Source: an optimization exercise on an open RTL-to-GDS flow (aim: small area). Production flows keep margins and buffers that such runs may drop. In this exercise RTL edits were held to simulation tests only and were not proved equivalent to the original. The clock port is modelled as an ideal driver; clocking choices that lean on that would not hold on a real chip. No activity file was given, so power comes from the tool's default toggle rates.

$ cat flow/config.mk
export PLATFORM = sky130hd
export DESIGN_NAME = ethernet_top
export DESIGN_NICKNAME = ethernet_top
export VERILOG_FILES = /design/flow/design.v
export SDC_FILE = /design/flow/constraint.sdc
export NUM_CORES = 4
export LEC_CHECK = 0
export CAP_MARGIN = 20
export CORE_MARGIN = 2
export CORE_UTILIZATION = 75
export CTS_BUF_LIST = sky130_fd_sc_hd__clkbuf_8
export CTS_CLUSTER_DIAMETER = 60
export CTS_CLUSTER_SIZE = 18
export SLEW_MARGIN = 20
export SYNTH_MEMORY_MAX_BITS = 8192
$ cat flow/constraint.sdc
create_clock -name core_clock -period 10.0 [get_ports {CLK}]
set_input_delay 2.0000 -clock core_clock [delete_from_list [all_inputs] [get_ports {CLK}]]
set_output_delay 2.0000 -clock core_clock [all_outputs]
set_load 0.01 [all_outputs]
$ cat flow/design.v
module ethernet_top
  (
    input        CLK,
    input        RST_N,
    output       M_CLK,
    input        M_DATA,
    output       M_LRSEL,
    output       ETH_MDC,
    output       ETH_RSTN,
    output       ETH_TXEN,
    output [1:0] ETH_TXD
   );
   assign M_LRSEL = 1'b0;
   assign ETH_MDC = 1'b0;
   reg [2:0] rst_q;
   always @(posedge CLK) rst_q <= {rst_q[1:0], ~RST_N};
   wire rst  = |rst_q;
   wire crst = |rst_q[2:1];       
   reg [3:0] p;
   reg [2:0] q;
   reg [3:0] g;
   reg [3:0] n;
   always @(posedge CLK) begin
      if (crst) begin
         p <= 4'd5; q <= 3'd4; g <= 4'd15; n <= 4'd15;
      end
      else begin
         p <= p + 4'd1;
         if (p == 4'd15) begin
            if (q == 3'd4) begin
               q <= 3'd0;
               g <= g + 4'd1;
               if (g == 4'd15) n <= n + 4'd1;
            end
            else q <= q + 3'd1;
         end
      end
   end
   reg eth_rst;
   wire u_is_8 = (n == 4'd0) && (g == 4'd0) && (q == 3'd0) && (p == 4'd8);
   always @(posedge CLK) eth_rst <= rst | (eth_rst & ~u_is_8);
   assign ETH_RSTN = ~eth_rst;
   reg armed;
   always @(posedge CLK)
     if (eth_rst) armed <= 1'b0;
     else if (n == 4'd15) armed <= 1'b1;
   wire [6:0] v = {q, p};
   reg mclk_d;
   always @(*) begin
      case (q)
        3'd0: mclk_d = (p <= 4'd8);
        3'd1: mclk_d = (p >= 4'd3) && (p <= 4'd12);
        3'd2: mclk_d = (p >= 4'd7);
        3'd3: mclk_d = (p <= 4'd0) || (p >= 4'd11);
        default: mclk_d = (p <= 4'd4) || (p == 4'd15);
      endcase
   end
   reg eth_rst_d;
   always @(posedge CLK) eth_rst_d <= eth_rst;
   assign M_CLK = mclk_d & ~eth_rst_d;
   reg xs, xp;
   wire cap = (q != 3'd0) && (p == {q[1:0] - 2'd1, 2'b00});
   always @(posedge CLK) if (cap) xs <= M_DATA;
   always @(posedge CLK)
     if (eth_rst) xp <= 1'b0;
     else if (p == 4'd0) xp <= xs;
   wire upd  = (q != 3'd1);
   wire lsb  = (p == 4'd0);
   reg [31:0] ir0, ir1, ir2, ir3, ir4;
   reg [4:0]  ic;
   wire [1:0] io0 = ir0[31:30];
   wire [1:0] io1 = ir1[31:30];
   wire [1:0] io2 = ir2[31:30];
   wire [1:0] io3 = ir3[31:30];
   wire [1:0] io4 = ir4[31:30];
   wire [1:0] xa  = !upd ? 2'b00 : lsb ? {xs, 1'b1} : {xp, xp};
   wire [1:0] a1  = upd ? io0 : 2'b00;
   wire [1:0] a2  = upd ? io1 : 2'b00;
   wire [1:0] a3  = upd ? io2 : 2'b00;
   wire [1:0] a4  = upd ? io3 : 2'b00;
   wire [4:0] icin = lsb ? 5'b0 : ic;
   wire [2:0] s0 = io0 + xa + icin[0];
   wire [2:0] s1 = io1 + a1 + icin[1];
   wire [2:0] s2 = io2 + a2 + icin[2];
   wire [2:0] s3 = io3 + a3 + icin[3];
   wire [2:0] s4 = io4 + a4 + icin[4];
   always @(posedge CLK) begin
      if (eth_rst) begin
         ir0 <= {ir0[29:0], 2'b00};
         ir1 <= {ir1[29:0], 2'b00};
         ir2 <= {ir2[29:0], 2'b00};
         ir3 <= {ir3[29:0], 2'b00};
         ir4 <= {ir4[29:0], 2'b00};
         ic  <= 5'b0;
      end
      else begin
         ir0 <= {ir0[29:0], s0[1:0]};
         ir1 <= {ir1[29:0], s1[1:0]};
         ir2 <= {ir2[29:0], s2[1:0]};
         ir3 <= {ir3[29:0], s3[1:0]};
         ir4 <= {ir4[29:0], comb ? 2'b00 : s4[1:0]};
         ic  <= {s4[2], s3[2], s2[2], s1[2], s0[2]};
      end
   end
   wire comb = (g == 4'd0) && (q == 3'd1);
   reg [31:0] dr1, dr2, dr3, dr4;
   reg [4:1]  cc;
   wire [1:0] do1 = dr1[31:30];
   wire [1:0] do2 = dr2[31:30];
   wire [1:0] do3 = dr3[31:30];
   wire [1:0] do4 = dr4[31:30];
   wire [4:1] ccin = lsb ? 4'b1111 : cc;
   wire [1:0] c0 = io4;
   wire [2:0] c1 = c0      + {1'b0, ~do1} + ccin[1];
   wire [2:0] c2 = c1[1:0] + {1'b0, ~do2} + ccin[2];
   wire [2:0] c3 = c2[1:0] + {1'b0, ~do3} + ccin[3];
   wire [2:0] c4 = c3[1:0] + {1'b0, ~do4} + ccin[4];
   wire [1:0] y  = c4[1:0];
   always @(posedge CLK) begin
      if (eth_rst) begin
         dr1 <= {dr1[29:0], 2'b00};
         dr2 <= {dr2[29:0], 2'b00};
         dr3 <= {dr3[29:0], 2'b00};
         dr4 <= {dr4[29:0], 2'b00};
      end
      else begin
         dr1 <= {dr1[29:0], comb ? c0      : do1};
         dr2 <= {dr2[29:0], comb ? c1[1:0] : do2};
         dr3 <= {dr3[29:0], comb ? c2[1:0] : do3};
         dr4 <= {dr4[29:0], comb ? c3[1:0] : do4};
      end
      cc <= {c4[2], c3[2], c2[2], c1[2]};
   end
   reg  [1:0] sr [0:255];
   integer k;
   always @(posedge CLK) begin
      for (k = 0; k < 256; k = k + 1) begin
         if ((k % 16) == 8 && comb && n == ((280 - k) / 16 + 1) % 16)
           sr[k] <= y;
         else
           sr[k] <= sr[(k + 255) % 256];
      end
   end
   wire fr  = armed && (n == 4'd0);
   wire pre = ((g == 4'd0) && !((q == 3'd0) && !p[3])) || ((g == 4'd1) && (q == 3'd0));
   wire dat = ((g == 4'd1) && (q != 3'd0)) || (g == 4'd2) || (g == 4'd3) ||
              ((g == 4'd4) && (q[2:1] == 2'b00));
   wire fcs = (g == 4'd4) && (q == 3'd2);
   assign ETH_TXEN = fr && (pre || dat || fcs);
   reg [1:0] rom;
   always @(*) begin
      case ({g[0], q, p})
        8'b00001000: rom = 2'd1;
        8'b00001001: rom = 2'd1;
        8'b00001010: rom = 2'd1;
        8'b00001011: rom = 2'd1;
        8'b00001100: rom = 2'd1;
        8'b00001101: rom = 2'd1;
        8'b00001110: rom = 2'd1;
        8'b00001111: rom = 2'd1;
        8'b00010000: rom = 2'd1;
        8'b00010001: rom = 2'd1;
        8'b00010010: rom = 2'd1;
        8'b00010011: rom = 2'd1;
        8'b00010100: rom = 2'd1;
        8'b00010101: rom = 2'd1;
        8'b00010110: rom = 2'd1;
        8'b00010111: rom = 2'd1;
        8'b00011000: rom = 2'd1;
        8'b00011001: rom = 2'd1;
        8'b00011010: rom = 2'd1;
        8'b00011011: rom = 2'd1;
        8'b00011100: rom = 2'd1;
        8'b00011101: rom = 2'd1;
        8'b00011110: rom = 2'd1;
        8'b00011111: rom = 2'd1;
        8'b00100000: rom = 2'd1;
        8'b00100001: rom = 2'd1;
        8'b00100010: rom = 2'd1;
        8'b00100011: rom = 2'd1;
        8'b00100100: rom = 2'd1;
        8'b00100101: rom = 2'd1;
        8'b00100110: rom = 2'd1;
        8'b00100111: rom = 2'd3;
        8'b00101000: rom = 2'd0;
        8'b00101001: rom = 2'd3;
        8'b00101010: rom = 2'd0;
        8'b00101011: rom = 2'd2;
        8'b00101100: rom = 2'd3;
        8'b00101101: rom = 2'd1;
        8'b00101110: rom = 2'd0;
        8'b00101111: rom = 2'd1;
        8'b00110000: rom = 2'd2;
        8'b00110001: rom = 2'd3;
        8'b00110010: rom = 2'd3;
        8'b00110011: rom = 2'd2;
        8'b00110100: rom = 2'd0;
        8'b00110101: rom = 2'd3;
        8'b00110110: rom = 2'd1;
        8'b00110111: rom = 2'd0;
        8'b00111000: rom = 2'd2;
        8'b00111001: rom = 2'd0;
        8'b00111010: rom = 2'd0;
        8'b00111011: rom = 2'd2;
        8'b00111100: rom = 2'd1;
        8'b00111101: rom = 2'd3;
        8'b00111110: rom = 2'd2;
        8'b00111111: rom = 2'd3;
        8'b01000000: rom = 2'd0;
        8'b01000001: rom = 2'd0;
        8'b01000010: rom = 2'd0;
        8'b01000011: rom = 2'd0;
        8'b01000100: rom = 2'd0;
        8'b01000101: rom = 2'd2;
        8'b01000110: rom = 2'd1;
        8'b01000111: rom = 2'd0;
        8'b01001000: rom = 2'd2;
        8'b01001001: rom = 2'd3;
        8'b01001010: rom = 2'd3;
        8'b01001011: rom = 2'd0;
        8'b01001100: rom = 2'd1;
        8'b01001101: rom = 2'd0;
        8'b01001110: rom = 2'd0;
        8'b01001111: rom = 2'd0;
        8'b10000000: rom = 2'd3;
        8'b10000001: rom = 2'd2;
        8'b10000010: rom = 2'd2;
        8'b10000011: rom = 2'd3;
        8'b10000100: rom = 2'd2;
        8'b10000101: rom = 2'd3;
        8'b10000110: rom = 2'd2;
        8'b10000111: rom = 2'd1;
        8'b10001000: rom = 2'd0;
        8'b10001001: rom = 2'd0;
        8'b10001010: rom = 2'd0;
        8'b10001011: rom = 2'd0;
        8'b10001100: rom = 2'd0;
        8'b10001101: rom = 2'd0;
        8'b10001110: rom = 2'd0;
        8'b10001111: rom = 2'd1;
        default: rom = 2'd1;
      endcase
   end
   reg [1:0] tap;
   always @(*) begin
      case (p[3:2])
        2'd0: tap = sr[91];
        2'd1: tap = sr[99];
        2'd2: tap = sr[107];
        default: tap = sr[115];
      endcase
   end
   reg [31:0] crc;
   reg [1:0]  nk;
   always @(*) begin
      case (p)
        4'd0: nk = 2'd2;  4'd1: nk = 2'd0;  4'd2: nk = 2'd1;  4'd3: nk = 2'd3;
        4'd4: nk = 2'd2;  4'd5: nk = 2'd0;  4'd6: nk = 2'd1;  4'd7: nk = 2'd2;
        4'd8: nk = 2'd3;  4'd9: nk = 2'd3;  4'd10: nk = 2'd0; 4'd11: nk = 2'd3;
        4'd12: nk = 2'd3; 4'd13: nk = 2'd2; 4'd14: nk = 2'd2; default: nk = 2'd3;
      endcase
   end
   wire [1:0] txd = dat ? tap : fcs ? (crc[1:0] ^ nk) : rom;
   assign ETH_TXD = txd;
   wire [1:0] fb = (fr && dat) ? (tap ^ crc[1:0]) : 2'b00;
   always @(posedge CLK)
     crc <= {2'b00, crc[31:2]} ^ ({32{fb[0]}} & 32'h76dc4190) ^ ({32{fb[1]}} & 32'hedb88320);
endmodule
$ cat flow/flow/run.sh
#!/bin/bash
# Standard ORFS layout (the standard.sh, standard synthesis unchanged) with two changes:
#  - clock tree synthesis without dummy loads, with clkbuf_8 sink clusters;
#  - port buffers are buf_1 cells.
# The full make output goes to standard.log here; ORFS keeps each step's log under orfs/logs.
set -euo pipefail
export CTS_ARGS="-sink_clustering_enable -repair_clock_nets -dont_use_dummy_load -sink_clustering_size 18 -sink_clustering_max_diameter 60 -buf_list sky130_fd_sc_hd__clkbuf_8"
export BUFFER_PORTS_ARGS="-buffer_cell sky130_fd_sc_hd__buf_1"
bash standard.sh > standard.log 2>&1
$ cat flow/standard.sh
#!/bin/bash
# synth_recipe.tcl (not shown) runs the flow's synth.tcl, then flattens the netlist and writes it again
# the make line also repeats each setting of config.mk as NAME=value (left out here)
make -C /OpenROAD-flow-scripts/flow DESIGN_CONFIG=/design/flow/config.mk WORK_HOME=/design/flow/orfs CLKGATE_MAP_FILE= SYNTH_SCRIPT=/design/flow/synth_recipe.tcl "${@:-finish}"
==> results of run 1 <==
synthesized netlist by cell type (2+ instances only):
library cell,instances
xor2_1,20
xnor2_1,11
and4_1,2
inv_1,40
nand2_1,69
and2_1,2
buf_6,2
clkbuf_1,13
ha_1,21
nor2b_1,5
dfxtp_1,865
nor2_1,31
mux2_2,21
nand2b_1,4
a41oi_1,2
buf_4,2
nor3_4,2
nand4_1,3
a21oi_1,16
a211oi_1,5
mux2i_1,6
o22ai_1,3
o211ai_1,4
o21ai_0,29
a31oi_1,2
nor4_1,2
nand3_1,23
and3_1,3
nor3_1,6
fa_1,18
worst max-delay path by stage:
stage | start | to
CTS | q[0] | ETH_TXD[1]
global route | q[0] | ETH_TXD[1]
global placement | p[3] | sr[200][1]
finish | q[0] | ETH_TXD[1]
floorplan | p[2] | sr[104][1]
detailed placement | p[3] | sr[216][1]
power by group:
part           internal [mW]  switching [mW]
Clock                  0.486           0.916
Combinational         0.0120          0.0227
Sequential              3.45         0.00327
per-stage QoR:
| stage | power, mW | util [%] |
|---|---|---|
| 3_3_place_gp | 3.57 | 78.1 |
| 6_report | 4.89 | 80.9 |
| 3_5_place_dp | 3.57 | 78.1 |
| 2_1_floorplan | 3.56 | - |
| 4_1_cts | 4.93 | 80.9 |
| 5_1_grt | 5.05 | 80.9 |
critical path, stage by stage (launching register included):
cell,delay [ps]
dfxtp_1,410
inv_1,140
ha_1,260
nand2b_1,120
a211o_2,370
a22oi_4,270
mux2_2,370
a41oi_1,210
buf_1,180
layout make-up:
| class | count | area [um2] | area share [%] |
|---|---|---|---|
| flip-flops and latches | 866 | 17300 | 82.3 |
| multi-input cells | 324 | 2370 | 11.2 |
| clock buffers | 54 | 743 | 3.53 |
| well taps | 335 | 419 | 1.99 |
| inverters | 41 | 159 | 0.754 |
| repair buffers | 10 | 48.8 | 0.231 |
registers in the layout (all words and copies together) (netlist names), 2 cells and up:
register / cells
dr1: 32
dr4: 32
ir0: 32
n: 4
p: 4
ic: 5
ir1: 32
ir2: 32
cc: 4
dr3: 32
crc: 32
g: 4
dr2: 32
ir4: 32
rst_q: 3
sr: 512
q: 3
nk: 2
ir3: 32
cell families after synthesis:
kind of cell / Yosys count / share of synthesized area, %
AOI/OAI and AO/OA: 67 / 2.04
xor gates and xnor gates: 32 / 1.44
adders and majority gates: 39 / 3.12
buffers and inverters: 59 / 1.25
DFF: 866 / 86.9
muxes: 28 / 1.60
other: 1 / 0.0188
and+or+nand+nor: 156 / 3.62
metal layers:
layer / up-vias / part of all wire, % / track usage, %
met1: 3740 / 49 / 27.3
met5: - / 0 / 0
met4: 0 / 1.9 / 5.69
met3: 45 / 3.5 / 3.55
li1: 3975 / - / -
met2: 111 / 46 / 31.3
==> flow_summary.json, run 1 <==
{
  "fp.coreArea_um2": 26100,
  "reg2reg_from": "p[3]",
  "chipHeight_um": 167,
  "timing.clock.skew_ps": 69.8,
  "synth_top_cells_by_area": "dfxtp_1 87%, fa_1 1.8%, ha_1 1.3%",
  "rsz0062_at_grt": "false",
  "clockRootBuffer": "clkbuf_8",
  "fin_tns_setup_ps": 0,
  "worst_setup_hold_path_clk_slew_ps": 100,
  "grt_pass1_wl_um": 42400,
  "design.die.area_um2": 27900,
  "drc": 0,
  "total_setup_violations_reported_at_the_end_of_the_flow": 0,
  "worst_ep_required_time_ps": 8000,
  "via_count": 7871,
  "rows": 59,
  "ys_ff_latch": 866,
  "worstSetupPathType": "reg -> out",
  "fraction_of_final_layout_cells_with_drive_strength_greater_than_1_pct": 6.80,
  "async_reset_ff_share_pct": 0,
  "maxSlewViolCount": 0,
  "timing.hold.worst.start": "sr[86][1]",
  "worst-r2r-setup-slack_ps": 5320,
  "avgViaCountPerCell": 4.83,
  "dp_hpwl_um": 15300,
  "cts_htree_levels": 2,
  "rr_worst_depth": 12,
  "synth_largest_area_cell": "dfxtp_1",
  "layout_commonest_cell": "dfxtp_1",
  "gate_count_after_technology_mapping": 1248,
  "gp_congestion": 0.792,
  "min_path_type": "reg -> reg",
  "cts_made_buffers": 54,
  "postSynthAreaPerCell_um2": 16.0,
  "power.static_leakage_nw": 8.44,
  "synth_enable_flop_cells": 1,
  "floorplan.io_pins": 10,
  "final_cell_count_no_fill": 1630,
  "global_route.overflow_total": 0,
  "port_buffers": 7,
  "dieWidth_um": 167,
  "placed_cells_incl_taps": 1576,
  "cts_hold_repair.buffers": 0,
  "area_growth_syn_to_layout_pct": 5.63,
  "max_clock_freq_mhz": 203,
  "cts_tree": "built",
  "drtIter0Drc": 506,
  "reg2reg_to": "sr[216][1]",
  "netlist_area_um2": 20000,
  "postLayoutSetupSlackWorst_ps": 5090,
  "groute.usage.overall_pct": 19.4,
  "critical_path_arrival_ps": 2910,
  "synthesis.yosys.warnings": 2,
  "fin_nets": 1339,
  "synth_cell_type_count": 46,
  "pre_cts_ws_ps": 5290,
  "irDropWorstVdd_mv": 0.190,
  "post_dp_cell_area_um2": 20300,
  "postRouteAntennaNets": 0,
  "maxCapViolCount": 0,
  "whs_ps": 293,
  "post_cts_buffers": 0,
  "status": "complete, no violations",
  "fin_crit_ps": 4910,
  "hold_path_depth": 0,
  "wire_per_inst_um": 16.1,
  "worstPathMaxFanout": 8,
  "netlist.area_leader.share_pct": 86.8,
  "worst_hold_path.endpoint": "sr[87][1]",
  "min_period_over_period_pct": 49.1,
  "post_cts_resize_count": 0,
  "clk_latency_ps": 620,
  "initial_utilization_pct": 76.6,
  "fin_area_um2": 21100,
  "antenna_cells": 0,
  "clkSinkCount": 866,
  "grt_antenna_before_repair": 0,
  "cellPowerDensity_nw_per_um2": 232,
  "postSynth.topFlopCell": "dfxtp_1",
  "synth_sequential_area_ratio_pct": 86.9,
  "cp-end-kind": "output pin",
  "cts_max_path_buffers": 3,
  "grt_pass1_vias": 8342,
  "fillerInstances": 1314,
  "mostFrequentLayoutCells": "865 x dfxtp_1, 69 x nand2_1, 54 x clkbuf_8",
  "detail_route.first_pass.iterations": 5,
  "timing.final.hold_violations": 0,
  "slew-limit-headroom_pct": 40.8,
  "pin_slew_with_the_least_headroom_to_its_limit_ps": 885,
  "setup.worst_path.start_class": "flop",
  "grt_start_max_net_pins": 27,
  "finalWirelength_um": 26200
}
==> inputs of run 2 (changes only) <==
==> flow/flow/run.sh (replaced) <==
#!/bin/bash
# Standard ORFS layout (the standard.sh, standard synthesis unchanged) with two changes:
#  - clock tree synthesis without dummy loads, with clkbuf_8 sink clusters;
#  - port buffers are buf_1 cells.
# The full make output goes to standard.log here; ORFS keeps each step's log under orfs/logs.
set -euo pipefail
export CTS_ARGS="-sink_clustering_enable -repair_clock_nets -dont_use_dummy_load -sink_clustering_size 22 -sink_clustering_max_diameter 50 -buf_list sky130_fd_sc_hd__clkbuf_8"
export BUFFER_PORTS_ARGS="-buffer_cell sky130_fd_sc_hd__buf_1"
bash standard.sh > standard.log 2>&1
==> flow_summary.json, run 2 <==
{
  "status": "complete, no violations",
  "worst_hold_path.endpoint": "dr3[15]",
  "worst_ep_required_time_ps": 8000,
  "whs_ps": 265,
  "dp_hpwl_um": 15300,
  "groute.usage.overall_pct": 18.0,
  "timing.hold.worst.start": "dr3[13]",
  "fin_tns_setup_ps": 0,
  "min_period_over_period_pct": 49.1,
  "cts_max_path_buffers": 3,
  "synthesis.yosys.warnings": 2,
  "setup.worst_path.start_class": "flop",
  "cts_hold_repair.buffers": 0,
  "ys_ff_latch": 866,
  "gp_congestion": 0.792,
  "cp-end-kind": "output pin",
  "power_internal_mw": 3.89,
  "net_switching_share_of_the_total_power_pct": 19.0,
  "total_setup_violations_reported_at_the_end_of_the_flow": 0,
  "postSynth.topFlopCell": "dfxtp_1",
  "rr_worst_depth": 12,
  "via_count": 7704,
  "mostFrequentLayoutCells": "865 x dfxtp_1, 69 x nand2_1, 47 x clkbuf_8",
  "combPwrFrac_pct": 0.7,
  "power.share.clock_pct": 27.4,
  "grt_antenna_before_repair": 0,
  "async_reset_ff_share_pct": 0,
  "port_buffers": 7,
  "global_route.overflow_total": 0,
  "post_dp_cell_area_um2": 20300,
  "worstSetupPathType": "reg -> out",
  "max_clock_freq_mhz": 203,
  "antenna_cells": 0,
  "worstPathMaxFanout": 8,
  "synth_largest_area_cell": "dfxtp_1",
  "worst_setup_hold_path_clk_slew_ps": 120,
  "drc": 0,
  "reg2reg_to": "sr[120][1]",
  "avgViaCountPerCell": 4.75,
  "worst-r2r-setup-slack_ps": 5260,
  "synth_enable_flop_cells": 1,
  "p_switching_mw": 0.913,
  "postSynthAreaPerCell_um2": 16.0,
  "fin_nets": 1332,
  "post_synth_most_frequent_cells": "865 x dfxtp_1, 69 x nand2_1, 40 x inv_1",
  "drtIter0Drc": 555,
  "clkSinkCount": 866,
  "area_growth_syn_to_layout_pct": 5.15,
  "cts_htree_levels": 2,
  "maxCapViolCount": 0,
  "netlist.area_leader.share_pct": 86.8,
  "synthMostInstantiatedCell": "dfxtp_1",
  "grt_pass1_wl_um": 39600,
  "irDropWorstVdd_mv": 0.200,
  "layout_commonest_cell": "dfxtp_1",
  "detail_route.first_pass.iterations": 4,
  "slew-limit-headroom_pct": 40.8,
  "grt_start_max_net_pins": 27,
  "clk_latency_ps": 610,
  "timing.clock.skew_ps": 80.7,
  "critical_path_arrival_ps": 2910,
  "synth_cell_type_count": 46,
  "grt_pass1_vias": 7821,
  "min_path_type": "reg -> reg",
  "core_util_final_pct": 80.5,
  "fin_crit_ps": 4910,
  "post_cts_resize_count": 0,
  "seq_power_share_pct": 71.9,
  "design.die.area_um2": 27900,
  "pin_slew_with_the_least_headroom_to_its_limit_ps": 885,
  "synth_sequential_area_ratio_pct": 86.9,
  "power.static_leakage_nw": 8.39,
  "wire_per_inst_um": 15.1,
  "post_cts_buffers": 0,
  "clockRootBuffer": "clkbuf_8",
  "netlist_area_um2": 20000,
  "cts_made_buffers": 47,
  "hold_path_depth": 0,
  "cts_tree": "built",
  "rsz0062_at_grt": "false",
  "floorplan.io_pins": 10,
  "dieWidth_um": 167,
  "timing.final.hold_violations": 0,
  "fin_area_um2": 21000,
  "reg2reg_from": "p[3]",
  "rows": 59,
  "fp.coreArea_um2": 26100,
  "maxSlewViolCount": 0,
  "cellPowerDensity_nw_per_um2": 229,
  "chipHeight_um": 167,
  "fraction_of_final_layout_cells_with_drive_strength_greater_than_1_pct": 6.29,
  "finalWirelength_um": 24500,
  "largest_register_ffs": 512,
  "initial_utilization_pct": 76.6,
  "top_register": "sr",
  "gate_count_after_technology_mapping": 1248,
  "postRouteAntennaNets": 0,
  "synth_top_cells_by_area": "dfxtp_1 87%, fa_1 1.8%, ha_1 1.3%"
}
[run 2: cell counts after synthesis]
No cell type changed its count.
[run 2: cell type report]
cell class	instances	area [um2]
Timing Repair Buffer	10	48.8
Inverter	41	159
Multi-Input combinational cell	324	2370
Clock buffer	47	647
Fill cell	1341	5070
Sequential cell	866	17300
Tap cell	335	419
[run 2: worst max-delay path, cell delays in order, from the launching register on]
cell and delay (ps):
dfxtp_1 410, inv_1 140, ha_1 260, nand2b_1 120, a211o_2 370, a22oi_4 270, mux2_2 370, a41oi_1 210
buf_1 180
[run 2: kinds of logic after synthesis]
logic type / count (synthesis) / share of synthesized area [%]
buffers and inverters: 59 / 1.25
flip-flops: 866 / 86.9
AO/OA/AOI/OAI: 67 / 2.04
AND/OR/NAND/NOR: 156 / 3.62
adder cells (fa/ha/maj): 39 / 3.12
multiplexers: 28 / 1.60
XOR/XNOR: 32 / 1.44
other: 1 / 0.0188
[run 2: metal layers]
metal	wire, um	vias up	global-route usage (%)
li1	-	3960	-
met1	12500	3607	26.6
met2	10800	100	27.9
met3	793	37	3.33
met4	408	0	4.76
met5	0	-	0
[run 2: power by group through the flow]
stage / combinational (mW) / clock [mW] / sequential, mW
finish: 0.0337 / 1.32 / 3.45
CTS: 0.0339 / 1.35 / 3.45
global route: 0.0376 / 1.46 / 3.46
floorplan: 0.0265 / 0 / 3.53
global placement: 0.0332 / 0 / 3.53
detailed placement: 0.0338 / 0 / 3.53
[run 2: through the flow]
step                power [mW]  worst slack (ps)  instances
global route              4.95              4890       1623
floorplan                 3.56              5700       1249
global placement          3.57              5390       1576
detailed placement        3.57              5290       1576
finish                    4.80              5090       1623
CTS                       4.84              5030       1623
[run 2: worst max-delay path by stage]
| stage | start | to | slack, ps |
|---|---|---|---|
| finish | q[0] | ETH_TXD[1] | 5090 |
| global route | q[0] | ETH_TXD[1] | 4890 |
| CTS | q[0] | ETH_TXD[1] | 5030 |
| detailed placement | p[3] | sr[216][1] | 5290 |
| global placement | p[3] | sr[200][1] | 5390 |
| floorplan | p[2] | sr[104][1] | 5700 |
==> inputs of run 3 (changes only) <==
==> flow/flow/run.sh (replaced) <==
#!/bin/bash
# Standard ORFS layout (the standard.sh, standard synthesis unchanged) with these changes:
#  - port buffers are buf_1 cells;
#  - before clock tree synthesis, cells are downsized where slack allows (flow/pre_cts.tcl);
#  - clock tree synthesis without dummy loads, with clkbuf_8 sink clusters.
# The full make output goes to standard.log here; ORFS keeps each step's log under orfs/logs.
set -euo pipefail
export CTS_ARGS="-sink_clustering_enable -repair_clock_nets -dont_use_dummy_load -sink_clustering_size 18 -sink_clustering_max_diameter 60 -buf_list sky130_fd_sc_hd__clkbuf_8"
export BUFFER_PORTS_ARGS="-buffer_cell sky130_fd_sc_hd__buf_1"
export PRE_CTS_TCL="$PWD/flow/pre_cts.tcl"
bash standard.sh > standard.log 2>&1
==> flow/flow/pre_cts.tcl (new file) <==
# Before clock tree synthesis: with several ns of setup slack everywhere,
# downsize cells that the mapper sized for speed (power recovery).
estimate_parasitics -placement
repair_timing -recover_power 100 -verbose
==> flow_summary.json, run 3 <==
{
  "synthMuxAreaShare_pct": 1.60,
  "finalWirelength_um": 26300,
  "adder_cell_fraction_of_synth_area_pct": 3.12,
  "synth_sequential_area_ratio_pct": 86.9,
  "gate_count_after_technology_mapping": 1248,
  "crit_top_cell": "fa_1",
  "cpLargestDelayFamily": "adder cells",
  "fraction_of_final_layout_cells_with_drive_strength_greater_than_1_pct": 6.55,
  "pin_slew_with_the_least_headroom_to_its_limit_ps": 857,
  "worst_ep_required_time_ps": 10470,
  "netlist.area_leader.share_pct": 86.8,
  "post_dp_cell_area_um2": 20300,
  "port_buffers": 7,
  "status": "complete, no violations",
  "mostFrequentLayoutCells": "865 x dfxtp_1, 69 x nand2_1, 54 x clkbuf_8",
  "synthesis.yosys.warnings": 2,
  "max_clock_freq_mhz": 193,
  "area_growth_syn_to_layout_pct": 5.42,
  "antenna_cells": 0,
  "postSynthAreaPerCell_um2": 16.0,
  "dieWidth_um": 167,
  "netlist_area_um2": 20000,
  "post_cts_resize_count": 0,
  "min_path_type": "reg -> reg",
  "fillerInstances": 1325,
  "maxCapViolCount": 0,
  "grt_pass1_vias": 8331,
  "synth_largest_area_cell": "dfxtp_1",
  "route.met2.wl_um": 12000,
  "critical-path-slowest-cell": "fa_1",
  "setup.worst_path.start_class": "flop",
  "detail_route.first_pass.iterations": 4,
  "worstSetupPathType": "reg -> reg",
  "largest_register_ffs": 512,
  "fin_area_um2": 21000,
  "met3_length_um": 955,
  "cts_tree": "built",
  "synth_simple_gate_area_share_pct": 3.62,
  "grt_pass1_wl_um": 42400,
  "cts_hold_repair.buffers": 0,
  "total_setup_violations_reported_at_the_end_of_the_flow": 0,
  "layout_commonest_cell": "dfxtp_1",
  "wire_per_inst_um": 16.1,
  "post_cts_buffers": 0,
  "maxSlewViolCount": 0,
  "grt_antenna_before_repair": 0,
  "critical_path_arrival_ps": 5640,
  "postRouteAntennaNets": 0,
  "synth_top_cells_by_area": "dfxtp_1 87%, fa_1 1.8%, ha_1 1.3%",
  "route.top_layer_used": "met4",
  "fin_tns_setup_ps": 0,
  "global_route.overflow_total": 0,
  "synthMostInstantiatedCell": "dfxtp_1",
  "fp.coreArea_um2": 26100,
  "slew-limit-headroom_pct": 41.3,
  "synth_enable_flop_cells": 1,
  "gp_congestion": 0.792,
  "worst_setup_hold_path_clk_slew_ps": 100,
  "placed_cells_incl_taps": 1576,
  "fin_crit_ps": 5170,
  "rsz0062_at_grt": "false",
  "avgViaCountPerCell": 4.82,
  "design.die.area_um2": 27900,
  "cellPowerDensity_nw_per_um2": 232,
  "chipHeight_um": 167,
  "compound_cell_area_share_of_the_yosys_netlist_pct": 2.04,
  "timing.clock.skew_ps": 70.0,
  "routedLengthMet1_um": 12800,
  "clkSinkCount": 866,
  "final_cell_count_no_fill": 1632,
  "timing.final.hold_violations": 0,
  "initial_utilization_pct": 76.6,
  "irDropWorstVdd_mv": 0.188,
  "power.static_leakage_nw": 8.41,
  "ys_ff_latch": 866,
  "crit_path_cell_trace": "clkinvlp_2 > nand3_1 > nand2b_1 > fa_1 > inv_1 > fa_1 > inv_1 > fa_1 > fa_1 > inv_1 > fa_1 > o21ai_0",
  "drc": 0,
  "crit_path_max_incr_delay_ps": 870,
  "async_reset_ff_share_pct": 0,
  "cp-end-kind": "flop",
  "postSynth.topFlopCell": "dfxtp_1",
  "cts_made_buffers": 54,
  "worstPathMaxFanout": 17,
  "post_synth_xor_area_fraction_pct": 1.44,
  "post_synth_most_frequent_cells": "865 x dfxtp_1, 69 x nand2_1, 40 x inv_1",
  "dp_hpwl_um": 15300,
  "floorplan.io_pins": 10,
  "via_count": 7869,
  "top_register": "sr",
  "synth_cell_type_count": 46,
  "rows": 59,
  "grt_start_max_net_pins": 27,
  "groute.usage.overall_pct": 19.4,
  "fin_nets": 1341,
  "worst-path-buf-inv": 4,
  "clk_latency_ps": 620,
  "drtIter0Drc": 496,
  "min_period_over_period_pct": 51.7,
  "dominant_combinational_cell_family_by_area_after_synthesis": "simple AND/OR/NAND/NOR gates"
}
[run 3: cell count changes in the layout (fill, tap and decap cells not counted), moves of 2 or more]
cell,change
clkbuf_8,+7
clkbuf_2,+2
nor3_2,+2
nor3_4,-2
[run 3: layout make-up]
type / instances / area [um2] / share of cell area (%)
flip-flops and latches: 866 / 17300 / 82.4
multi-input cells: 324 / 2320 / 11.0
clock buffers: 54 / 743 / 3.53
well taps: 335 / 419 / 1.99
inverters: 41 / 155 / 0.737
repair buffers: 12 / 58.8 / 0.279
[run 3: per-layer routing]
metal | up-vias | track usage (%)
li1 | 3982 | -
met1 | 3739 | 27.5
met2 | 107 | 31.2
met3 | 41 | 3.55
met4 | 0 | 5.72
met5 | - | 0
[run 3: through the flow]
step           hold slack [ps]  setup slack [ps]  power [mW]  utilization (%)
5_1_grt                    294              4500        5.05             80.7
3_5_place_dp               312              5290        3.57             78.1
3_3_place_gp               310              5390        3.57             78.1
6_report                   291              4830        4.89             80.7
2_1_floorplan              310              5700        3.56                -
4_1_cts                    288              4810        4.93             80.6
[run 3: worst paths after layout]
check                     to  depth (start not counted)  slack, ps  startpoint
hold / removal     sr[87][1]                          0        290   sr[86][1]
setup reg to reg  sr[216][1]                         12       4830        p[3]
setup / recovery  sr[216][1]                         12       4830        p[3]
hold reg to reg    sr[87][1]                          0        290   sr[86][1]
[run 3: where the power goes]
group / internal [mW] / switching (mW) / leakage, nW / total (mW)
clock network: 0.486 / 0.918 / 0.388 / 1.40
registers: 3.45 / 0.00320 / 6.97 / 3.45
logic: 0.0120 / 0.0227 / 1.05 / 0.0347
total: 3.95 / 0.944 / 8.41 / 4.89
[run 3: cells by family after synthesis]
logic type / Yosys count
compound gates: 67
xor+xnor: 32
buf+inv: 59
flops: 866
other cells: 1
simple gates: 156
fa+ha+maj: 39
mux: 28
==> inputs of run 4 (changes only) <==
--- a/flow/design.v
+++ b/flow/design.v
@@ -37,7 +37,7 @@
       end
    end
    reg eth_rst;
-   wire u_is_8 = (n == 4'd0) && (g == 4'd0) && (q == 3'd0) && (p == 4'd8);
+   wire u_is_8 = (q == 3'd0) && (p == 4'd8);    
    always @(posedge CLK) eth_rst <= rst | (eth_rst & ~u_is_8);
    assign ETH_RSTN = ~eth_rst;
    reg armed;
@@ -131,15 +131,15 @@
       end
       cc <= {c4[2], c3[2], c2[2], c1[2]};
    end
+   wire skip = (n != 4'd0) &&
+               (((g == 4'd0) && (q >= 3'd2)) || (g == 4'd1) || (g == 4'd2) ||
+                ((g == 4'd3) && (q <= 3'd2)));
    reg  [1:0] sr [0:255];
    integer k;
    always @(posedge CLK) begin
-      for (k = 0; k < 256; k = k + 1) begin
-         if ((k % 16) == 8 && comb && n == ((280 - k) / 16 + 1) % 16)
-           sr[k] <= y;
-         else
-           sr[k] <= sr[(k + 255) % 256];
-      end
+      sr[0] <= comb ? y : skip ? sr[239] : sr[255];
+      for (k = 1; k < 256; k = k + 1)
+        sr[k] <= sr[k - 1];
    end
    wire fr  = armed && (n == 4'd0);
    wire pre = ((g == 4'd0) && !((q == 3'd0) && !p[3])) || ((g == 4'd1) && (q == 3'd0));
@@ -244,10 +244,10 @@
    reg [1:0] tap;
    always @(*) begin
       case (p[3:2])
-        2'd0: tap = sr[91];
-        2'd1: tap = sr[99];
-        2'd2: tap = sr[107];
-        default: tap = sr[115];
+        2'd0: tap = sr[51];
+        2'd1: tap = sr[59];
+        2'd2: tap = sr[67];
+        default: tap = sr[75];
       endcase
    end
    reg [31:0] crc;
--- a/flow/config.mk
+++ b/flow/config.mk
@@ -7,7 +7,7 @@
 export LEC_CHECK = 0
 export CAP_MARGIN = 20
 export CORE_MARGIN = 2
-export CORE_UTILIZATION = 75
+export CORE_UTILIZATION = 82
 export CTS_BUF_LIST = sky130_fd_sc_hd__clkbuf_8
 export CTS_CLUSTER_DIAMETER = 60
 export CTS_CLUSTER_SIZE = 18
==> flow_summary.json, run 4 <==
{
  "status": "stopped before the end",
  "flow.stopped_at": "detailed placement",
  "stop_error": "[ERROR DPL-0033] detailed placement checks failed during check placement.",
  "synth_cell_type_count": 54,
  "netlist_area_um2": 19600,
  "postSynth.topFlopCell": "dfxtp_1",
  "dp_hpwl_um": 20500,
  "gp_congestion": 0.824,
  "dieWidth_um": 159,
  "floorplan.io_pins": 10,
  "synth_sequential_area_ratio_pct": 88.4,
  "synth_largest_area_cell": "dfxtp_1",
  "chipHeight_um": 159,
  "synthesis.yosys.warnings": 2,
  "rows": 56,
  "post_synth_most_frequent_cells": "865 x dfxtp_1, 50 x nor2_1, 43 x inv_1",
  "synthMostInstantiatedCell": "dfxtp_1",
  "synth_enable_flop_cells": 1,
  "initial_utilization_pct": 83.6,
  "netlist.area_leader.share_pct": 88.2,
  "async_reset_ff_share_pct": 0,
  "synth_top_cells_by_area": "dfxtp_1 88%, fa_1 1.8%, ha_1 1.2%",
  "ys_ff_latch": 866,
  "postSynthAreaPerCell_um2": 16.5,
  "gate_count_after_technology_mapping": 1186,
  "port_buffers": 7
}
[run 4: cell types whose count changed after synthesis, sizes merged, moves of 4 or more]
cell / delta
mux2: -19
clkbuf: -4
nor2: +18
nand3: -19
inv: +4
nand2: -31
o21ai: -21
[run 4: how the worst max path moves through the flow]
stage,start,end,slack [ps],depth (start not counted)
after global placement,p[3],sr[0][1],5720,12
after floorplan,p[0],sr[0][1],6050,15
[run 4: power by group through the flow]
stage	clock network [mW]	registers (mW)	logic, mW
global placement	0	3.53	0.0254
floorplan	0	3.53	0.0219
[run 4: kinds of logic after synthesis]
family / synth area share (%)
xor gates and xnor gates: 1.70
AOI/OAI and AO/OA: 1.87
muxes: 0.650
and+or+nand+nor: 3.07
other: 0.0191
adders and majority gates: 3.05
buffers and inverters: 1.24
DFF: 88.4
[run 4: stage by stage]
stage	instance area (um2)	cells	hold WS, ps	worst slack (ps)
global placement	20000	1500	309	5720
floorplan	19600	1187	310	6050
==> inputs of run 5 (changes only) <==
--- a/flow/config.mk
+++ b/flow/config.mk
@@ -7,7 +7,7 @@
 export LEC_CHECK = 0
 export CAP_MARGIN = 20
 export CORE_MARGIN = 2
-export CORE_UTILIZATION = 82
+export CORE_UTILIZATION = 78
 export CTS_BUF_LIST = sky130_fd_sc_hd__clkbuf_8
 export CTS_CLUSTER_DIAMETER = 60
 export CTS_CLUSTER_SIZE = 18
==> flow_summary.json, run 5 <==
{
  "gp_congestion": 0.810,
  "synth_enable_flop_cells": 1,
  "dominant_combinational_cell_family_by_area_after_synthesis": "simple AND/OR/NAND/NOR gates",
  "adder_cell_fraction_of_synth_area_pct": 3.05,
  "placed_cells_incl_taps": 1510,
  "rows": 58,
  "synth_top_cells_by_area": "dfxtp_1 88%, fa_1 1.8%, ha_1 1.2%",
  "stop_error": "[ERROR DPL-0033] detailed placement checks failed during check placement.",
  "compound_cell_area_share_of_the_yosys_netlist_pct": 1.87,
  "post_cts_buffers": 0,
  "port_buffers": 7,
  "postSynthAreaPerCell_um2": 16.5,
  "synthesis.yosys.warnings": 2,
  "flow.stopped_at": "clock tree synthesis",
  "post_cts_resize_count": 0,
  "chipHeight_um": 163,
  "clkSinkCount": 866,
  "post_synth_most_frequent_cells": "865 x dfxtp_1, 50 x nor2_1, 43 x inv_1",
  "netlist.area_leader.share_pct": 88.2,
  "netlist_area_um2": 19600,
  "initial_utilization_pct": 78.6,
  "gate_count_after_technology_mapping": 1186,
  "async_reset_ff_share_pct": 0,
  "cts_made_buffers": 54,
  "floorplan.io_pins": 10,
  "synthMostInstantiatedCell": "dfxtp_1",
  "synth_sequential_area_ratio_pct": 88.4,
  "synth_largest_area_cell": "dfxtp_1",
  "ys_ff_latch": 866,
  "postSynth.topFlopCell": "dfxtp_1",
  "post_synth_xor_area_fraction_pct": 1.70,
  "post_dp_cell_area_um2": 20000,
  "synth_cell_type_count": 54,
  "cts_hold_repair.buffers": 0,
  "dieWidth_um": 163,
  "status": "stopped before the end",
  "synth_simple_gate_area_share_pct": 3.07,
  "dp_hpwl_um": 17700,
  "synthMuxAreaShare_pct": 0.650
}
## run 5: cell counts after synthesis
Identical to the previous run, type by type.
## run 5: worst min path at each step
stage | start | to | cells past startpoint
after detailed placement | ir0[10] | ir0[12] | 0
after global placement | sr[65][0] | sr[66][0] | 0
after floorplan | crc[2] | crc[0] | 0
## run 5: kinds of logic after synthesis
logic type      after synthesis
simple gates                124
flops                       866
other cells                   1
xor+xnor                     33
mux                          10
fa+ha+maj                    37
compound gates               55
buf+inv                      60
## run 5: through the flow
| step | setup WS [ps] | power [mW] |
|---|---|---|
| 2_1_floorplan | 6050 | 3.55 |
| 3_3_place_gp | 5790 | 3.56 |
| 3_5_place_dp | 5480 | 3.56 |
## run 5: power groups by stage
stage                     logic, mW  clock network (mW)  registers [mW]
after floorplan              0.0219                   0            3.53
after global placement       0.0247                   0            3.53
after detailed placement     0.0282                   0            3.53
==> inputs of run 6 (changes only) <==
--- a/flow/config.mk
+++ b/flow/config.mk
@@ -7,9 +7,11 @@
 export LEC_CHECK = 0
 export CAP_MARGIN = 20
 export CORE_MARGIN = 2
-export CORE_UTILIZATION = 78
+export CORE_UTILIZATION = 75
 export CTS_BUF_LIST = sky130_fd_sc_hd__clkbuf_8
 export CTS_CLUSTER_DIAMETER = 60
 export CTS_CLUSTER_SIZE = 18
+export GPL_ROUTABILITY_DRIVEN = 0
+export GPL_TIMING_DRIVEN = 0
 export SLEW_MARGIN = 20
 export SYNTH_MEMORY_MAX_BITS = 8192
==> flow_summary.json, run 6 <==
{
  "ff_latch_area_um2": 17300,
  "worst-r2r-setup-slack_ps": 5570,
  "floorplan.io_pins": 10,
  "post_cts_resize_count": 0,
  "postRouteAntennaNets": 0,
  "dieWidth_um": 166,
  "async_reset_ff_share_pct": 0,
  "layout_commonest_cell": "dfxtp_1",
  "port_buffers": 7,
  "setup.worst_path.start_class": "flop",
  "grt_pass1_wl_um": 38800,
  "design.die.area_um2": 27500,
  "total_setup_violations_reported_at_the_end_of_the_flow": 0,
  "whs_ps": 281,
  "netlist_area_um2": 19600,
  "power.share.clock_pct": 28.6,
  "fillerInstances": 1341,
  "cts_hold_repair.buffers": 0,
  "fin_tns_setup_ps": 0,
  "synthesis.yosys.warnings": 2,
  "reg2reg_from": "p[0]",
  "post_synth_most_frequent_cells": "865 x dfxtp_1, 50 x nor2_1, 43 x inv_1",
  "min_period_over_period_pct": 49.4,
  "synth_top_cells_by_area": "dfxtp_1 88%, fa_1 1.8%, ha_1 1.2%",
  "worst_hold_path.endpoint": "crc[12]",
  "post_cts_buffers": 0,
  "irDropWorstVdd_mv": 0.174,
  "crit_path_max_incr_delay_ps": 490,
  "post_synth_xor_area_fraction_pct": 1.70,
  "maxCapViolCount": 0,
  "compound_cell_area_share_of_the_yosys_netlist_pct": 1.87,
  "synth_largest_area_cell": "dfxtp_1",
  "mostFrequentLayoutCells": "865 x dfxtp_1, 54 x clkbuf_8, 50 x nor2_1",
  "clkSinkCount": 866,
  "synth_simple_gate_area_share_pct": 3.07,
  "top_register": "sr",
  "gate_count_after_technology_mapping": 1186,
  "synth_enable_flop_cells": 1,
  "drtIter0Drc": 600,
  "global_route.overflow_total": 0,
  "grt_pass1_vias": 7673,
  "netlist.area_leader.share_pct": 88.2,
  "chipHeight_um": 166,
  "rows": 59,
  "postLayoutSetupSlackWorst_ps": 5060,
  "synthMuxAreaShare_pct": 0.650,
  "cts_made_buffers": 54,
  "antenna_cells": 0,
  "synth_sequential_area_ratio_pct": 88.4,
  "postSynth.topFlopCell": "dfxtp_1",
  "slew-limit-headroom_pct": 37.4,
  "adder_cell_fraction_of_synth_area_pct": 3.05,
  "pre_cts_ws_ps": 5580,
  "postSynthAreaPerCell_um2": 16.5,
  "reg2reg_to": "sr[0][1]",
  "largest_register_ffs": 512,
  "detail_route.first_pass.iterations": 5,
  "hold_path_depth": 0,
  "ys_ff_latch": 866,
  "max_clock_freq_mhz": 202,
  "grt_antenna_before_repair": 2,
  "critical_path_arrival_ps": 2940,
  "maxSlewViolCount": 0,
  "synthMostInstantiatedCell": "dfxtp_1",
  "worstPathMaxFanout": 8,
  "pin_slew_with_the_least_headroom_to_its_limit_ps": 927,
  "power.static_leakage_nw": 8.32,
  "net_switching_share_of_the_total_power_pct": 19.0,
  "cts_tree": "built",
  "critical-path-slowest-cell": "dfxtp_1",
  "timing.final.hold_violations": 0,
  "p_switching_mw": 0.924,
  "seq_power_share_pct": 70.9,
  "dominant_combinational_cell_family_by_area_after_synthesis": "simple AND/OR/NAND/NOR gates",
  "area_occupied_by_multi_input_gates_um2": 1980,
  "dp_hpwl_um": 13700,
  "fin_crit_ps": 4940,
  "fraction_of_final_layout_cells_with_drive_strength_greater_than_1_pct": 5.68,
  "worstSetupPathType": "reg -> out",
  "worst_setup_hold_path_clk_slew_ps": 100,
  "fin_nets": 1292,
  "via_count": 7483,
  "initial_utilization_pct": 75.9,
  "combPwrFrac_pct": 0.6,
  "status": "complete, no violations",
  "core_util_final_pct": 80.4,
  "clk_latency_ps": 600,
  "synth_cell_type_count": 54,
  "avgViaCountPerCell": 4.72,
  "min_path_type": "reg -> reg",
  "crit_path_cell_trace": "inv_1 > ha_1 > mux2_2 > a221oi_1 > o2111ai_1 > o211a_1 > o21ai_0 > buf_1",
  "timing.hold.worst.start": "crc[14]",
  "drc": 0,
  "area_growth_syn_to_layout_pct": 5.82,
  "cellPowerDensity_nw_per_um2": 235,
  "rsz0062_at_grt": "false",
  "fp.coreArea_um2": 25800,
  "worst_ep_required_time_ps": 8000,
  "groute.usage.overall_pct": 17.6,
  "rr_worst_depth": 15,
  "finalWirelength_um": 23400,
  "cp-end-kind": "output pin",
  "wire_per_inst_um": 14.7,
  "grt_start_max_net_pins": 19,
  "timing.clock.skew_ps": 61.5,
  "power_internal_mw": 3.95
}
==> run 6: cell type report <==
class | count | area share (%)
inverters | 44 | 0.795
plain buffers | 16 | 0.337
flip-flops and latches | 866 | 83.5
multi-input cells | 261 | 9.56
repair buffers | 9 | 0.175
clock buffers | 54 | 3.58
well taps | 335 | 2.02
==> run 6: through the flow <==
step                instances  area, um2  total power [mW]
detailed placement       1529      20100              3.56
CTS                      1583      20700              4.92
floorplan                1187      19600              3.55
finish                   1585      20800              4.87
global route             1585      20800              5.03
global placement         1529      20100              3.56
==> run 6: kinds of logic (layout without fill, tap and decap cells) <==
family / count (synthesis) / in the layout
XOR/XNOR: 33 / 33
AND/OR/NAND/NOR: 124 / 124
AO/OA/AOI/OAI: 55 / 55
multiplexers: 10 / 10
buffers and inverters: 60 / 123
flip-flops: 866 / 866
other: 1 / 2
adder cells (fa/ha/maj): 37 / 37
==> run 6: layer usage <==
layer / part of all wire [%] / wire, um / GRT usage (%)
met5: 0 / 0 / 0
met4: 2.1 / 494 / 5.97
met3: 4.1 / 949 / 3.60
met2: 43 / 10000 / 26.4
met1: 51 / 11900 / 26.2
==> run 6: worst max-delay path, delay by kind of cell, from the launching register on <==
kind / cells / cell delay (ps)
mux: 1 / 300
flops: 1 / 490
compound gates: 4 / 880
fa+ha+maj: 1 / 380
buf+inv: 2 / 300
==> run 6: power groups by stage <==
stage | Clock [mW] | Combinational (mW) | Sequential (mW)
floorplan | 0 | 0.0219 | 3.53
global placement | 0 | 0.0269 | 3.53
detailed placement | 0 | 0.0281 | 3.53
CTS | 1.43 | 0.0284 | 3.45
global route | 1.55 | 0.0328 | 3.45
finish | 1.39 | 0.0285 | 3.45
==> run 6: how the worst max path moves through the flow <==
stage	start	to	slack (ps)	cells after the start
after floorplan	p[0]	sr[0][1]	6050	15
after global placement	p[0]	sr[0][1]	5640	15
after detailed placement	p[0]	sr[0][1]	5580	15
after CTS	p[0]	ETH_TXD[1]	5020	8
after global routing	p[0]	ETH_TXD[0]	4780	8
final	p[0]	ETH_TXD[1]	5060	8
==> inputs of run 7 (changes only) <==
--- a/flow/config.mk
+++ b/flow/config.mk
@@ -11,7 +11,5 @@
 export CTS_BUF_LIST = sky130_fd_sc_hd__clkbuf_8
 export CTS_CLUSTER_DIAMETER = 60
 export CTS_CLUSTER_SIZE = 18
-export GPL_ROUTABILITY_DRIVEN = 0
-export GPL_TIMING_DRIVEN = 0
 export SLEW_MARGIN = 20
 export SYNTH_MEMORY_MAX_BITS = 8192
==> flow_summary.json, run 7 <==
{
  "total_setup_violations_reported_at_the_end_of_the_flow": 0,
  "post_synth_most_frequent_cells": "865 x dfxtp_1, 50 x nor2_1, 43 x inv_1",
  "mostFrequentLayoutCells": "865 x dfxtp_1, 54 x clkbuf_8, 50 x nor2_1",
  "ys_ff_latch": 866,
  "cpLargestDelayFamily": "compound AO/OA/AOI/OAI gates",
  "synth_largest_area_cell": "dfxtp_1",
  "postRouteAntennaNets": 0,
  "groute.usage.overall_pct": 17.2,
  "core_util_final_pct": 80.1,
  "status": "complete, no violations",
  "rsz0062_at_grt": "false",
  "cts_tree": "built",
  "max_clock_freq_mhz": 204,
  "drtIter0Drc": 373,
  "antenna_cells": 0,
  "avgViaCountPerCell": 4.66,
  "cellPowerDensity_nw_per_um2": 235,
  "worst-path-buf-inv": 2,
  "net_switching_share_of_the_total_power_pct": 19.0,
  "dp_hpwl_um": 13400,
  "setup.worst_path.start_class": "flop",
  "cts_made_buffers": 54,
  "worstSetupPathType": "reg -> out",
  "timing.clock.skew_ps": 53.2,
  "layout_commonest_cell": "dfxtp_1",
  "cp-end-kind": "output pin",
  "netlist_area_um2": 19600,
  "seq_power_share_pct": 70.9,
  "netlist.area_leader.share_pct": 88.2,
  "top_register": "sr",
  "wire_per_inst_um": 14.6,
  "worstPathMaxFanout": 8,
  "fin_tns_setup_ps": 0,
  "postSynthAreaPerCell_um2": 16.5,
  "timing.final.hold_violations": 0,
  "synthesis.yosys.warnings": 2,
  "grt_antenna_before_repair": 0,
  "detail_route.first_pass.iterations": 4,
  "chipHeight_um": 166,
  "rows": 59,
  "power_internal_mw": 3.95,
  "postSynth.topFlopCell": "dfxtp_1",
  "fin_nets": 1278,
  "floorplan.io_pins": 10,
  "crit_path_cell_trace": "inv_1 > ha_1 > mux2_2 > a221oi_1 > o2111ai_1 > o211a_1 > o21ai_0 > buf_1",
  "worst_ep_required_time_ps": 8000,
  "global_route.overflow_total": 0,
  "grt_start_max_net_pins": 26,
  "synth_top_cells_by_area": "dfxtp_1 88%, fa_1 1.8%, ha_1 1.2%",
  "post_cts_resize_count": 0,
  "area_growth_syn_to_layout_pct": 5.50,
  "largest_register_ffs": 512,
  "irDropWorstVdd_mv": 0.183,
  "design.die.area_um2": 27500,
  "port_buffers": 7,
  "crit_path_max_incr_delay_ps": 500,
  "finalWirelength_um": 22900,
  "maxCapViolCount": 0,
  "rr_worst_depth": 12,
  "clkSinkCount": 866,
  "drc": 0,
  "timing.hold.worst.start": "sr[2][0]",
  "min_period_over_period_pct": 48.9,
  "post_cts_buffers": 0,
  "hold_path_depth": 0,
  "whs_ps": 283,
  "grt_pass1_wl_um": 38100,
  "fraction_of_final_layout_cells_with_drive_strength_greater_than_1_pct": 5.50,
  "synth_sequential_area_ratio_pct": 88.4,
  "reg2reg_from": "p[3]",
  "power.share.clock_pct": 28.6,
  "grt_pass1_vias": 7519,
  "pin_slew_with_the_least_headroom_to_its_limit_ps": 915,
  "critical_path_arrival_ps": 2890,
  "gate_count_after_technology_mapping": 1186,
  "synthMostInstantiatedCell": "dfxtp_1",
  "fp.coreArea_um2": 25800,
  "initial_utilization_pct": 75.9,
  "maxSlewViolCount": 0,
  "cts_hold_repair.buffers": 0,
  "clk_latency_ps": 600,
  "worst_hold_path.endpoint": "sr[3][0]",
  "synth_cell_type_count": 54,
  "min_path_type": "reg -> reg",
  "reg2reg_to": "sr[0][1]",
  "via_count": 7322,
  "combPwrFrac_pct": 0.5,
  "async_reset_ff_share_pct": 0,
  "dieWidth_um": 166,
  "critical-path-slowest-cell": "dfxtp_1",
  "gp_congestion": 0.782,
  "slew-limit-headroom_pct": 38.8,
  "p_switching_mw": 0.923,
  "fin_crit_ps": 4890,
  "worst_setup_hold_path_clk_slew_ps": 100,
  "power.static_leakage_nw": 8.30,
  "synth_enable_flop_cells": 1,
  "worst-r2r-setup-slack_ps": 5690
}
-- run 7: kinds of logic (layout without fill, tap and decap cells) --
group | after synthesis | in the layout | synth area share, %
AOI/OAI and AO/OA | 55 | 55 | 1.87
DFF | 866 | 866 | 88.4
adders and majority gates | 37 | 37 | 3.05
muxes | 10 | 10 | 0.650
and+or+nand+nor | 124 | 124 | 3.07
other | 1 | 2 | 0.0191
xor gates and xnor gates | 33 | 33 | 1.70
buffers and inverters | 60 | 109 | 1.24
-- run 7: layout make-up --
type / count / area, um2
clock buffers: 54 / 743
fillers: 1373 / 5140
inverters: 44 / 165
multi-input cells: 261 / 1980
flip-flops and latches: 866 / 17300
well taps: 335 / 419
repair buffers: 11 / 48.8
-- run 7: metrics by stage --
stage,total power [mW],cells,setup WS (ps),cell area (um2)
2_1_floorplan,3.55,1187,6050,19600
6_report,4.87,1571,5110,20700
4_1_cts,4.91,1569,5060,20700
5_1_grt,5.03,1571,4840,20700
3_3_place_gp,3.56,1515,5780,20000
3_5_place_dp,3.56,1515,5700,20000
-- run 7: how the worst max path moves through the flow --
stage,endpoint,slack [ps],from,cells past startpoint
after CTS,ETH_TXD[0],5060,p[0],8
after global placement,sr[0][1],5780,p[3],12
final,ETH_TXD[1],5110,p[0],8
after global routing,ETH_TXD[1],4840,p[0],8
after floorplan,sr[0][1],6050,p[0],15
after detailed placement,sr[0][1],5700,p[3],12
-- run 7: routing by layer --
layer,part of all wire (%),up-vias,GRT usage [%]
met5,0,-,0
met4,2.4,0,5.82
met3,3.2,49,3.29
met2,42,89,25.0
met1,53,3415,26.5
li1,-,3769,-
-- run 7: worst reg2reg max path, cell delays in order, from the launching register on --
cell and delay [ps]:
dfxtp_1 760, inv_1 310, nand2b_1 360, nand2b_1 130, fa_1 500, inv_1 70
fa_1 380, inv_1 70, fa_1 450, fa_1 520, inv_1 60, fa_1 500
mux2i_1 60
-- run 7: power groups by stage --
stage,logic [mW],clock network [mW],registers [mW]
final,0.0252,1.39,3.45
after global routing,0.0290,1.54,3.46
after CTS,0.0253,1.43,3.45
after detailed placement,0.0251,0,3.53
after global placement,0.0246,0,3.53
after floorplan,0.0219,0,3.53
==> inputs of run 8 (changes only) <==
==> flow/flow/run.sh (replaced) <==
#!/bin/bash
# Standard ORFS layout (the standard.sh, standard synthesis unchanged) with these changes:
#  - port buffers are buf_1 cells;
#  - before clock tree synthesis, cells are downsized where slack allows (flow/pre_cts.tcl);
#  - clock tree synthesis without dummy loads, with clkbuf_8 sink clusters.
# The full make output goes to standard.log here; ORFS keeps each step's log under orfs/logs.
set -euo pipefail
export CTS_ARGS="-sink_clustering_enable -repair_clock_nets -dont_use_dummy_load -sink_clustering_size 36 -sink_clustering_max_diameter 50 -buf_list sky130_fd_sc_hd__clkbuf_16"
export BUFFER_PORTS_ARGS="-buffer_cell sky130_fd_sc_hd__buf_1"
export PRE_CTS_TCL="$PWD/flow/pre_cts.tcl"
bash standard.sh > standard.log 2>&1
==> flow_summary.json, run 8 <==
{
  "status": "complete, no violations",
  "fin_tns_setup_ps": 0,
  "critical-path-slowest-cell": "dfxtp_1",
  "grt_antenna_before_repair": 1,
  "synth_sequential_area_ratio_pct": 88.4,
  "grt_pass1_wl_um": 43400,
  "port_buffers": 7,
  "fin_nets": 1261,
  "cts_hold_repair.buffers": 0,
  "chipHeight_um": 166,
  "clk_latency_ps": 570,
  "drtIter0Drc": 492,
  "timing.hold.worst.start": "dr4[1]",
  "area_growth_syn_to_layout_pct": 6.43,
  "netlist.area_leader.share_pct": 88.2,
  "post_cts_buffers": 0,
  "worst_hold_path.endpoint": "dr4[3]",
  "total_setup_violations_reported_at_the_end_of_the_flow": 0,
  "synthesis.yosys.warnings": 2,
  "pin_slew_with_the_least_headroom_to_its_limit_ps": 934,
  "fin_area_um2": 20900,
  "cp-end-kind": "output pin",
  "worst_setup_hold_path_clk_slew_ps": 110,
  "post_dp_cell_area_um2": 20000,
  "cts_made_buffers": 37,
  "drc": 0,
  "slew-limit-headroom_pct": 37.2,
  "fin_crit_ps": 4820,
  "layout_commonest_cell": "dfxtp_1",
  "fillerInstances": 1287,
  "cellPowerDensity_nw_per_um2": 244,
  "rows": 59,
  "min_path_type": "reg -> reg",
  "dp_hpwl_um": 13400,
  "final_cell_count_no_fill": 1554,
  "netlist_area_um2": 19600,
  "total_power_mw": 5.09,
  "critical_path_arrival_ps": 2820,
  "synthMostInstantiatedCell": "dfxtp_1",
  "wire_per_inst_um": 17.1,
  "synth_enable_flop_cells": 1,
  "clkSinkCount": 866,
  "timing.clock.skew_ps": 66.0,
  "reg2reg_from": "p[3]",
  "design.die.area_um2": 27500,
  "antenna_cells": 0,
  "worstPathMaxFanout": 8,
  "irDropWorstVdd_mv": 0.265,
  "fraction_of_final_layout_cells_with_drive_strength_greater_than_1_pct": 4.18,
  "worst-r2r-setup-slack_ps": 5640,
  "setup.worst_path.start_class": "flop",
  "crit_path_max_incr_delay_ps": 510,
  "groute.usage.overall_pct": 20.1,
  "reg2reg_to": "sr[0][1]",
  "global_route.overflow_total": 0,
  "worst-path-buf-inv": 2,
  "rr_worst_depth": 12,
  "largest_register_ffs": 512,
  "maxSlewViolCount": 0,
  "worst_ep_required_time_ps": 8000,
  "postSynth.topFlopCell": "dfxtp_1",
  "maxCapViolCount": 0,
  "post_synth_most_frequent_cells": "865 x dfxtp_1, 50 x nor2_1, 43 x inv_1",
  "ys_ff_latch": 866,
  "gp_congestion": 0.782,
  "grt_pass1_vias": 7943,
  "postRouteAntennaNets": 0,
  "initial_utilization_pct": 75.9,
  "placed_cells_incl_taps": 1515,
  "async_reset_ff_share_pct": 0,
  "finalWirelength_um": 26500,
  "avgViaCountPerCell": 4.78,
  "dieWidth_um": 166,
  "grt_start_max_net_pins": 37,
  "cpLargestDelayFamily": "compound AO/OA/AOI/OAI gates",
  "hold_path_depth": 0,
  "synth_top_cells_by_area": "dfxtp_1 88%, fa_1 1.8%, ha_1 1.2%",
  "via_count": 7426,
  "mostFrequentLayoutCells": "865 x dfxtp_1, 50 x nor2_1, 43 x inv_1",
  "postSynthAreaPerCell_um2": 16.5,
  "post_cts_resize_count": 0,
  "power.static_leakage_nw": 8.36,
  "cts_tree": "built",
  "floorplan.io_pins": 10,
  "top_register": "sr",
  "synth_cell_type_count": 54,
  "worstSetupPathType": "reg -> out",
  "timing.final.hold_violations": 0,
  "max_clock_freq_mhz": 208,
  "crit_path_cell_trace": "inv_1 > ha_1 > mux2_2 > a221oi_1 > o2111ai_1 > o211a_1 > o21ai_0 > buf_1",
  "gate_count_after_technology_mapping": 1186,
  "fp.coreArea_um2": 25800,
  "synth_largest_area_cell": "dfxtp_1",
  "min_period_over_period_pct": 48.2,
  "detail_route.first_pass.iterations": 4,
  "rsz0062_at_grt": "false"
}
## run 8: cell counts after synthesis
Identical to the previous run, type by type.
## run 8: routing by layer
metal	share of wire [%]	global-route usage [%]	wire length (um)	vias up
met5	0	0	0	-
li1	-	-	-	3739
met3	3.7	3.22	977	52
met1	49	29.7	12900	3538
met2	45	31.2	12000	97
met4	2.5	5.86	656	0
## run 8: layout make-up
| class | count | area [um2] | share of cell area [%] |
|---|---|---|---|
| Sequential cell | 866 | 17300 | 83.1 |
| Multi-Input combinational cell | 261 | 1980 | 9.47 |
| Clock buffer | 37 | 926 | 4.43 |
| Tap cell | 335 | 419 | 2.01 |
| Inverter | 44 | 165 | 0.791 |
| Timing Repair Buffer | 11 | 48.8 | 0.234 |
## run 8: worst reg2reg max path, stage by stage (launching register included)
cell,delay [ps]
dfxtp_1,770
inv_1,300
nand2b_1,370
nand2b_1,130
fa_1,500
inv_1,70
fa_1,500
fa_1,550
inv_1,70
fa_1,390
inv_1,80
fa_1,400
mux2i_1,120
## run 8: report_power, final
group | switching [mW] | internal (mW)
clock network | 0.943 | 0.668
registers | 0.00383 | 3.45
logic | 0.0149 | 0.0110
## run 8: worst max-delay path by stage
stage / endpoint / start / slack (ps) / cells past startpoint
floorplan: sr[0][1] / p[0] / 6050 / 15
global placement: sr[0][1] / p[3] / 5780 / 12
detailed placement: sr[0][1] / p[3] / 5700 / 12
CTS: ETH_TXD[0] / p[0] / 5150 / 8
global route: ETH_TXD[1] / p[0] / 4920 / 8
finish: ETH_TXD[1] / p[0] / 5180 / 8
## run 8: cells by family (layout without fill, tap and decap cells)
kind of cell,Yosys count,count (layout),synth area share (%)
adders and majority gates,37,37,3.05
buffers and inverters,60,92,1.24
AOI/OAI and AO/OA,55,55,1.87
DFF,866,866,88.4
xor gates and xnor gates,33,33,1.70
and+or+nand+nor,124,124,3.07
other,1,2,0.0191
muxes,10,10,0.650
## run 8: through the flow
step                util (%)  setup WS (ps)  hold slack [ps]
detailed placement      77.4           5700              312
global route            80.8           4920              271
floorplan                  -           6050              310
CTS                     80.7           5150              277
global placement        77.4           5780              310
finish                  80.8           5180              278

[afterwards: timing with drivers on the ports]
How much do the figures lean on ideal ports? The routed layouts below were timed once more, with nothing changed but the port constraints. Step 1 (the two cells are an assumption about what drives the block):
set clk [get_ports {CLK}]
set_driving_cell -lib_cell sky130_fd_sc_hd__clkbuf_16 $clk
set_driving_cell -lib_cell sky130_fd_sc_hd__buf_2 [delete_from_list [all_inputs] $clk]
Step 2 moves the port delays by t, midway between the first and last clock arrival at a register: inputs arrive t later, outputs are due t later. That takes back most of the time a late clock gives input paths. a / b / c = no drivers / after step 1 / after step 2; a / b = the first two.
run | t, ns | slack for setup (ns) | hold slack, ns | latest minus earliest clock arrival (ns)
run 1 | 0.623 | 5.085 / 5.041 / 5.320 | 0.293 / 0.293 / 0.293 | 0.078 / 0.077
run 2 | 0.607 | 5.086 / 5.045 / 5.257 | 0.265 / 0.265 / 0.265 | 0.081 / 0.081
run 3 | 0.623 | 4.829 / 4.817 / 4.829 | 0.291 / 0.291 / 0.291 | 0.077 / 0.077
run 6 | 0.619 | 5.059 / 5.014 / 5.571 | 0.281 / 0.281 / 0.281 | 0.064 / 0.063
run 7 | 0.625 | 5.106 / 5.060 / 5.685 | 0.283 / 0.283 / 0.283 | 0.059 / 0.059
run 8 | 0.583 | 5.181 / 5.133 / 5.640 | 0.278 / 0.278 / 0.278 | 0.069 / 0.069
After both steps setup and hold are still met in every run listed.
